Background: an optimization exercise with open tools, aiming at small area and a short achievable clock period. Do not read the settings as production practice.
No functional check of the RTL was part of any run shown here.

==> flow/design.v, too long to show whole: its modules and the start of the top module <==
// module fir: 2128 lines
// module fir_fa: 6 lines
// module fir_ha: 6 lines
// module fir_bandstop: 12 lines
module fir_bandstop ( clk, in, out );
  // ...
==> flow/run.sh <==
#!/bin/bash
# synth_recipe.tcl (not shown) runs the flow's synth.tcl, then flattens the netlist and writes it again
# the make line also repeats each setting of config.mk as NAME=value (left out here)
make -C /OpenROAD-flow-scripts/flow DESIGN_CONFIG=/design/flow/config.mk WORK_HOME=/design/flow/orfs CLKGATE_MAP_FILE= SYNTH_SCRIPT=/design/flow/synth_recipe.tcl finish
==> flow/config.mk <==
export PLATFORM = sky130hd
export DESIGN_NAME = fir_bandstop
export DESIGN_NICKNAME = fir_bandstop
export VERILOG_FILES = /design/flow/design.v
export SDC_FILE = /design/flow/constraint.sdc
export NUM_CORES = 4
export LEC_CHECK = 0
export CAP_MARGIN = 20
export CORE_MARGIN = 2
export CORE_UTILIZATION = 50
export SLEW_MARGIN = 20
export SYNTH_HIERARCHICAL = 1
export SYNTH_MINIMUM_KEEP_SIZE = 0
==> flow/constraint.sdc <==
create_clock -name core_clock -period 12.0 [get_ports {clk}]
set_input_delay 2.4000 -clock core_clock [delete_from_list [all_inputs] [get_ports {clk}]]
set_output_delay 2.4000 -clock core_clock [all_outputs]
set_load 0.01 [all_outputs]
==> summary.txt, run 1 <==
min-delay src=fir_bs_inst.r25[5]$_DFF_P_; chip height=335 µm; grt ovf=0; Port Buf Inserts=74; largest net degree at the start of global routing=26; placed insts=5402; GRT met1 Usage=42.3%; crit path DAT=5.75 ns; grt met2 use=48.7%; final wirelength=170000 µm; gr usage total=31.4%; Non-clk invs=387; post_cts resized=0; Post-synth top cells=fa_1 (1269), dfxtp_1 (923), inv_1 (387); Crit. End Element=flip-flop; number of global-route vias before repair=34000; Async SR Flop Fraction=0%; critical-path cell with the highest stage delay=o2bb2ai_2; CTS tree=yes; status=no timing/DRC/antenna violations; synth unique cells=84; max reg flops=34; floorplan core area=109000 µm²; CP Max Fanout=5; maxcap violations=0; Detailed Route Iter0 Violations=2961; setup slack after layout=6.83 ns; synth top area cells=fa_1 (46%), dfxtp_1 (34%), ha_1 (4.9%); Reg clk slew, reported paths=0.06 ns; # clk buffers=142; end of the critical path=fir_bs_inst.q2_2016$_DFF_P_; Levels on crit path=12
==> run 2, diff against run 1 <==
--- a/flow/config.mk
+++ b/flow/config.mk
@@ -7,6 +7,6 @@
 export LEC_CHECK = 0
-export CAP_MARGIN = 20
+export CAP_MARGIN = 50
 export CORE_MARGIN = 2
 export CORE_UTILIZATION = 50
-export SLEW_MARGIN = 20
+export SLEW_MARGIN = 75
 export SYNTH_HIERARCHICAL = 1
==> run 2 against run 1 <==
Net effect: via count increased by 2.5%; setup slack better by 0.16 ns; cell area is 5.2% higher; non-clock buffer count grew 152; synthesized area unchanged; critical path depth grew 2; sequential share of layout area decreased by 1.3 points; sequential cell count stayed put; count of clock-buffer cells in the layout fell by 9; fmax up 3.2%.
==> summary.txt, run 2 <==
gr usage total=31.8% (was 31.4%); Crit. End Element=flip-flop (unchanged); max frequency=200 MHz (was 193 MHz); CTS tree=yes (unchanged); CP most frequent cell=fa_1 (unchanged); postcts setup bufs=0 (unchanged); synthesized flop and latch total=923 (unchanged); via count=31900 (was 31100); Seq/Total Area, Yosys=33.7% (unchanged); Port Buf Inserts=74 (unchanged); Buf+Inv Stages, Crit Path=1 (was 0); largest net degree at the start of global routing=26 (unchanged); post_cts resized=0 (unchanged); CP Launch Type=flip-flop (unchanged); worst flop-to-flop path endpoint=fir_bs_inst.q2_2003$_DFF_P_ (was fir_bs_inst.q2_2016$_DFF_P_); reg2reg setup slack=6.99 ns (was 6.83 ns); P&R area growth vs syn=18.9% (was 13.1%); synthesized instance count=3841 (unchanged); hold depth=0 (unchanged); hold_buf cts=0 (unchanged); most frequent cells in the layout=fa_1 (1260), dfxtp_1 (880), inv_1 (384), ha_1 (199), buf_4 (164) (was fa_1 (1269), dfxtp_1 (923), inv_1 (387), ha_1 (213), a21oi_1 (123)); gpl congestion=0.977 (unchanged); Setup Viol. Count Final=0 (unchanged); Post-Syn Area per Cell=14.3 µm² (unchanged); Detail Route Antenna Nets=0 (unchanged); die area=112000 µm² (unchanged); Std-Cell Rows=121 (unchanged); floorplan core area=109000 µm² (unchanged); Max clock buf depth=3 (unchanged); synth top area cells=fa_1 (46%), dfxtp_1 (34%), ha_1 (4.9%) (unchanged); Hold WC Path Type=reg -> reg (unchanged); status=no timing/DRC/antenna violations (unchanged); launch point of the worst reg-to-reg path=fir_bs_inst.r5[0]$_DFF_P_ (was fir_bs_inst.r1[0]$_DFF_P_); post-DR vias/cell=5.55 (was 5.57); CP Max Fanout=4 (was 5); layout cell share with drive strength beyond 1=17.1% (was 8.84%); Reg clk slew, reported paths=0.06 ns (about the same); Detailed Route Iter0 Violations=2823 (was 2961); nets=5742 (was 5591); most common cell after layout, fill and taps aside=fa_1 (unchanged); Async SR Flop Fraction=0% (unchanged); number of synthesized flops with an enable pin=0 (unchanged); worst endpoint required time=12.59 ns (was 12.57 ns); IO Count=75 (unchanged); clock latency on the worst-skew pair=0.72 ns (was 0.71 ns); critical-path cell with the highest stage delay=fa_4 (was o2bb2ai_2); post-DP HPWL=145000 µm (was 140000 µm); final hold vios=0 (unchanged); fin crit period=5.01 ns (was 5.17 ns); setup TNS=0 ns (unchanged); register bank with the most flops=fir_bs_inst.y (unchanged); clock sink count=923 (unchanged); most common cell in the netlist=fa_1 (unchanged); maxcap violations=0 (unchanged); Post-synth top cells=fa_1 (1269), dfxtp_1 (923), inv_1 (387) (unchanged); min-delay src=fir_bs_inst.r15[5]$_DFF_P_ (was fir_bs_inst.r25[5]$_DFF_P_); final wirelength=171000 µm (was 170000 µm); chip height=335 µm (unchanged); grt ovf=0 (unchanged); Max Clock Skew=0.0431 ns (was 0.0410 ns); Final Max Tran Viols=0 (unchanged); max reg flops=34 (unchanged); Fillers=8448 (was 8764); cts bufs inserted=101 (was 102); RSZ-0062 raised after global routing=false (unchanged); number of global-route vias before repair=35200 (was 34000); Initial Util=50.4% (unchanged); DRT Pass-1 Iters=7 (was 8); most used flip-flop cell after synthesis=dfxtp_1 (unchanged); fin crit share=41.8% (was 43.1%); Hold WS=0.317 ns (was 0.321 ns); initial antenna violation count=3 (unchanged); area leader, netlist=fa_1 (unchanged); htree depth=3 (unchanged); Routed WL per cell=29.8 µm (was 30.4 µm); crit path DAT=5.60 ns (was 5.75 ns); Yosys top cell area share=46.4% (unchanged); Reg2Reg Depth=14 (was 12); DRC Markers=0 (unchanged); synthesized area=54800 µm² (unchanged); Root Driver=clkbuf_16 (unchanged); synth unique cells=84 (unchanged); Yosys Warn Count=7 (unchanged); worst path cell trace=ha_4 > fa_4 > a211oi_1 > nor2_1 > o31a_2 > o21a_1 > a21oi_1 > nor2b_1 > o31a_2 > buf_4 > fa_1 > fa_1 > fa_1 > fa_1 (was ha_1 > fa_1 > a21o_1 > a21oi_1 > o21ai_0 > nand3_1 > a31oi_1 > o2bb2ai_2 > fa_1 > fa_1 > fa_1 > fa_1); end of the worst hold path=fir_bs_inst.r16[5]$_DFF_P_ (was fir_bs_inst.r26[5]$_DFF_P_); first-pass GRT wire length=248000 µm (was 243000 µm); crit path kind=reg -> reg (unchanged); CP peak stage delay=0.48 ns (was 0.85 ns); Die Width=335 µm (unchanged); delay-heaviest family, CP=adder cells (unchanged)
==> run 2: logic make-up (layout without fill, tap and decap cells) <==
kind of cell    after synthesis  count (layout)  share of synthesized area, %
simple gates                372             372                          3.38
fa+ha+maj                  1482            1482                          51.2
mux                           7               7                         0.132
other cells                   2              19                        0.0137
xor+xnor                    170             170                          2.72
flops                       923             923                          33.7
compound gates              464             464                          5.74
buf+inv                     421             896                          3.06
==> run 2: area by class of cell <==
type / count / area, µm² / share of cell area, %
Antenna cell: 2 / 5.00 / 0.00768
Tap cell: 1414 / 1770 / 2.72
Timing Repair Buffer: 318 / 2430 / 3.74
Inverter: 387 / 1450 / 2.23
Clock buffer: 133 / 2900 / 4.45
Clock inverter: 58 / 841 / 1.29
Sequential cell: 923 / 18600 / 28.5
Multi-Input combinational cell: 2512 / 37100 / 57.0
==> run 2: worst register-to-register path, delay by kind of cell, from the launching register on <==
kind | cells | cell delay [ns]
adder cells (fa/ha/maj) | 6 | 2.48
AO/OA/AOI/OAI | 5 | 1.61
flip-flops | 1 | 0.35
buffers and inverters | 1 | 0.23
AND/OR/NAND/NOR | 2 | 0.21
==> run 2: how the worst max path moves through the flow <==
stage	endpoint	start	slack (ns)	cells past startpoint
floorplan	fir_bs_inst.q2_2002$_DFF_P_	fir_bs_inst.r0[1]$_DFF_P_	7.43	13
global placement	fir_bs_inst.q2_2015$_DFF_P_	fir_bs_inst.r2[0]$_DFF_P_	6.84	13
detailed placement	fir_bs_inst.q2_2003$_DFF_P_	fir_bs_inst.r5[0]$_DFF_P_	7.08	14
CTS	fir_bs_inst.q2_2003$_DFF_P_	fir_bs_inst.r5[0]$_DFF_P_	7.02	14
global route	fir_bs_inst.q2_2003$_DFF_P_	fir_bs_inst.r5[0]$_DFF_P_	6.87	14
finish	fir_bs_inst.q2_2003$_DFF_P_	fir_bs_inst.r5[0]$_DFF_P_	6.99	14
==> run 2: per-stage QoR <==
step	util [%]	worst slack (ns)	instance area [µm²]	cells
final	59.9	6.99	65100	5747
after floorplan	-	7.43	54800	3856
after global routing	59.9	6.87	65100	5745
after detailed placement	56.3	7.08	61200	5550
after CTS	59.7	7.02	64900	5741
after global placement	53.7	6.84	58400	5401
==> run 2: Yosys stat by module, one instance, submodules excluded <==
module        times used  flops+latches  area (µm²)  cells
fir                    1            923       29500   2561
fir_bandstop           1              0         180     24
fir_fa              1256              0        20.0      1
==> run 2: routing by layer <==
layer	up-vias	track usage, %	share of wire (%)
met5	-	0	0
met4	0	13.2	5.1
met3	413	8.03	9.7
met2	1566	49.6	45
met1	16800	42.9	40
li1	13100	-	-
==> run 3, diff against run 2 <==
--- a/flow/config.mk
+++ b/flow/config.mk
@@ -7,6 +7,8 @@
 export LEC_CHECK = 0
-export CAP_MARGIN = 50
+export CAP_MARGIN = 20
 export CORE_MARGIN = 2
-export CORE_UTILIZATION = 50
-export SLEW_MARGIN = 75
+export CORE_UTILIZATION = 55
+export CTS_BUF_LIST = sky130_fd_sc_hd__clkbuf_4 sky130_fd_sc_hd__clkbuf_8
+export CTS_CLUSTER_SIZE = 25
+export SLEW_MARGIN = 20
 export SYNTH_HIERARCHICAL = 1
==> run 3 against run 2 <==
Net effect: still clean; count of clock-buffer cells in the layout is 113 higher; core utilization rose by 2.8 points; non-clock buffer count fell by 150; wire length down 0.58%; register-to-register slack lost 0.23 ns; sequential cell count stayed put; die area shrank 9.0%; setup slack worse by 0.23 ns; first-iteration DRC count shrank 2.8%; largest cell class unchanged; highest routed layer is now met5.
==> summary.txt, run 3 <==
die area=102000 µm² (was 112000 µm²); RSZ-0062 raised after global routing=false (unchanged); Detailed Route Iter0 Violations=2744 (was 2823); Crit. End Element=flip-flop (unchanged); most common cell in the netlist=fa_1 (unchanged); critical-path cell with the highest stage delay=o21ai_0 (was fa_4); placed insts=5275 (was 5550); htree depth=4 (was 3); Setup Viol. Count Final=0 (unchanged); postcts setup bufs=0 (unchanged); DRC Markers=0 (unchanged); status=no timing/DRC/antenna violations (unchanged); CP Launch Type=flip-flop (unchanged); Initial Util=55.6% (was 50.4%); CTS tree=yes (unchanged); fin crit period=5.24 ns (was 5.01 ns); synthesized instance count=3841 (unchanged); Max Clock Skew=0.0449 ns (was 0.0431 ns); grt ovf=0 (unchanged); register bank with the most flops=fir_bs_inst.y (unchanged); number of synthesized flops with an enable pin=0 (unchanged); CP most frequent cell=fa_1 (unchanged); floorplan core area=98600 µm² (was 109000 µm²); nets=5653 (was 5742); P&R area growth vs syn=12.9% (was 18.9%); most used flip-flop cell after synthesis=dfxtp_1 (unchanged); Port Buf Inserts=74 (unchanged); Routed WL per cell=30.6 µm (was 29.8 µm); Yosys top cell area share=46.4% (unchanged); initial antenna violation count=6 (was 3); Yosys Warn Count=7 (unchanged); post-DP HPWL=140000 µm (was 145000 µm); Std-Cell Rows=115 (was 121); cts bufs inserted=162 (was 101); maxcap violations=0 (unchanged); layout cell share with drive strength beyond 1=11.5% (was 17.1%); crit path kind=reg -> reg (unchanged); IO Count=75 (unchanged); largest net degree at the start of global routing=26 (unchanged); Max clock buf depth=3 (unchanged); final wirelength=170000 µm (was 171000 µm); crit path DAT=5.96 ns (was 5.60 ns); Tightest Pin Transition=1.21 ns; Seq/Total Area, Yosys=33.7% (unchanged); Post-synth top cells=fa_1 (1269), dfxtp_1 (923), inv_1 (387) (unchanged); setup TNS=0 ns (unchanged); Post-Syn Area per Cell=14.3 µm² (unchanged); clock latency on the worst-skew pair=0.86 ns (was 0.72 ns); synth unique cells=84 (unchanged); most frequent cells in the layout=fa_1 (1269), dfxtp_1 (923), inv_1 (387), ha_1 (213), clkbuf_8 (202) (was fa_1 (1260), dfxtp_1 (880), inv_1 (384), ha_1 (199), buf_4 (164)); via count=31500 (was 31900); CP peak stage delay=0.82 ns (was 0.48 ns); non-filler cells, final=5566 (was 5747); area leader, netlist=fa_1 (unchanged); clock sink count=923 (unchanged); max frequency=191 MHz (was 200 MHz); Die Width=320 µm (was 335 µm); Hold WC Path Type=reg -> reg (unchanged); Async SR Flop Fraction=0% (unchanged); synthesized area=54800 µm² (unchanged); Reg clk slew, reported paths=0.06 ns (about the same); worst path cell trace=ha_1 > a21o_1 > a21oi_1 > o21ai_0 > nand2_1 > o21ai_0 > a2111o_1 > nand3_1 > fa_1 > fa_1 > fa_1 > fa_1 (was ha_4 > fa_4 > a211oi_1 > nor2_1 > o31a_2 > o21a_1 > a21oi_1 > nor2b_1 > o31a_2 > buf_4 > fa_1 > fa_1 > fa_1 > fa_1); Root Driver=clkbuf_8 (was clkbuf_16); worst endpoint required time=12.72 ns (was 12.59 ns); Slew HR=18.1%; DRT Pass-1 Iters=5 (was 7); Final Max Tran Viols=0 (unchanged); number of global-route vias before repair=35100 (was 35200); max reg flops=34 (unchanged); most common cell after layout, fill and taps aside=fa_1 (unchanged); gpl congestion=0.998 (was 0.977); CP Max Fanout=6 (was 4); synth top area cells=fa_1 (46%), dfxtp_1 (34%), ha_1 (4.9%) (unchanged); post-DR vias/cell=5.66 (was 5.55); gr usage total=35.0% (was 31.8%); final hold vios=0 (unchanged); hold_buf cts=0 (unchanged); first-pass GRT wire length=246000 µm (was 248000 µm); Detail Route Antenna Nets=0 (unchanged); synthesized flop and latch total=923 (unchanged); post_cts resized=0 (unchanged); chip height=320 µm (was 335 µm); fin crit share=43.7% (was 41.8%)
-- run 3: cell counts after synthesis --
Identical to the previous run, type by type.
-- run 3: final timing paths --
path / startpoint / to / slack, ns / depth (start not counted)
worst max-delay path: fir_bs_inst.r14[1]$_DFF_P_ / fir_bs_inst.q2_2015$_DFF_P_ / 6.76 / 12
worst min-delay path: fir_bs_inst.r25[2]$_DFF_P_ / fir_bs_inst.r26[2]$_DFF_P_ / 0.32 / 0
worst max register to register: fir_bs_inst.r14[1]$_DFF_P_ / fir_bs_inst.q2_2015$_DFF_P_ / 6.76 / 12
worst min register to register: fir_bs_inst.r25[2]$_DFF_P_ / fir_bs_inst.r26[2]$_DFF_P_ / 0.32 / 0
-- run 3: cells by family after synthesis --
group                    share of synthesized area (%)
adder cells (fa/ha/maj)                           51.2
other                                           0.0137
XOR/XNOR                                          2.72
multiplexers                                     0.132
buffers and inverters                             3.06
AND/OR/NAND/NOR                                   3.38
flip-flops                                        33.7
AO/OA/AOI/OAI                                     5.74
-- run 3: per-stage QoR --
stage	setup WS [ns]	instance area, µm²	utilization [%]	hold slack [ns]
2_1_floorplan	7.43	54800	-	0.310
3_3_place_gp	6.85	58300	59.1	0.310
3_5_place_dp	6.78	58300	59.2	0.312
4_1_cts	6.76	61800	62.7	0.317
5_1_grt	6.61	61800	62.7	0.326
6_report	6.76	61800	62.7	0.321
-- run 3: layout make-up --
class	instances	area, µm²
Antenna cell	2	5.00
Tap cell	1287	1610
Timing Repair Buffer	168	1450
Clock buffer	246	3110
Inverter	387	1450
Fill cell	7611	36700
Clock inverter	41	357
Multi-Input combinational cell	2512	35400
Sequential cell	923	18500
-- run 3: critical path: cells and delay by family (launching register included) --
kind | cells | cell delay (ns)
and+or+nand+nor | 2 | 0.74
adders and majority gates | 5 | 2.34
AOI/OAI and AO/OA | 5 | 1.67
DFF | 1 | 0.36
-- run 3: metal layers --
metal	vias up	track usage, %	wire length (µm)
met4	2	17.9	10100
met2	1583	53.9	76900
met1	16500	46.8	67800
met3	470	8.17	15500
li1	12900	-	-
met5	-	0	13
-- run 3: Yosys stat by module (local to each module, per instance) --
module / cells inside / times used / cell area, µm²
fir: 2561 / 1 / 29500
fir_fa: 1 / 1256 / 20.0
fir_bandstop: 24 / 1 / 180

==> separate check: timing with driven ports <==
How much do the figures lean on ideal ports? The routed layouts below were timed once more, with nothing changed but the port constraints.
Step 1: set_driving_cell puts a clkbuf_16 on clk and a buf_2 on each other input, an assumption about the parent block.
Step 2, shift: input delay + t, output delay - t, t = (earliest + latest rising clock arrival at the registers) / 2. This alone moves slack from input paths to output paths.
Three values: ideal ports, drivers, drivers and shift; two values: the first two.
run | t (ns) | setup slack, ns | worst setup path at the end | worst slew at a driven data input, ns
run 1 | 0.772 | 6.828 / 6.828 / 6.828 | register to register | 0.05
run 2 | 0.770 | 6.989 / 6.989 / 6.989 | register to register | 0.05
run 3 | 0.909 | 6.760 / 6.760 / 6.760 | register to register | 0.06
After both steps setup and hold are still met in every run listed.
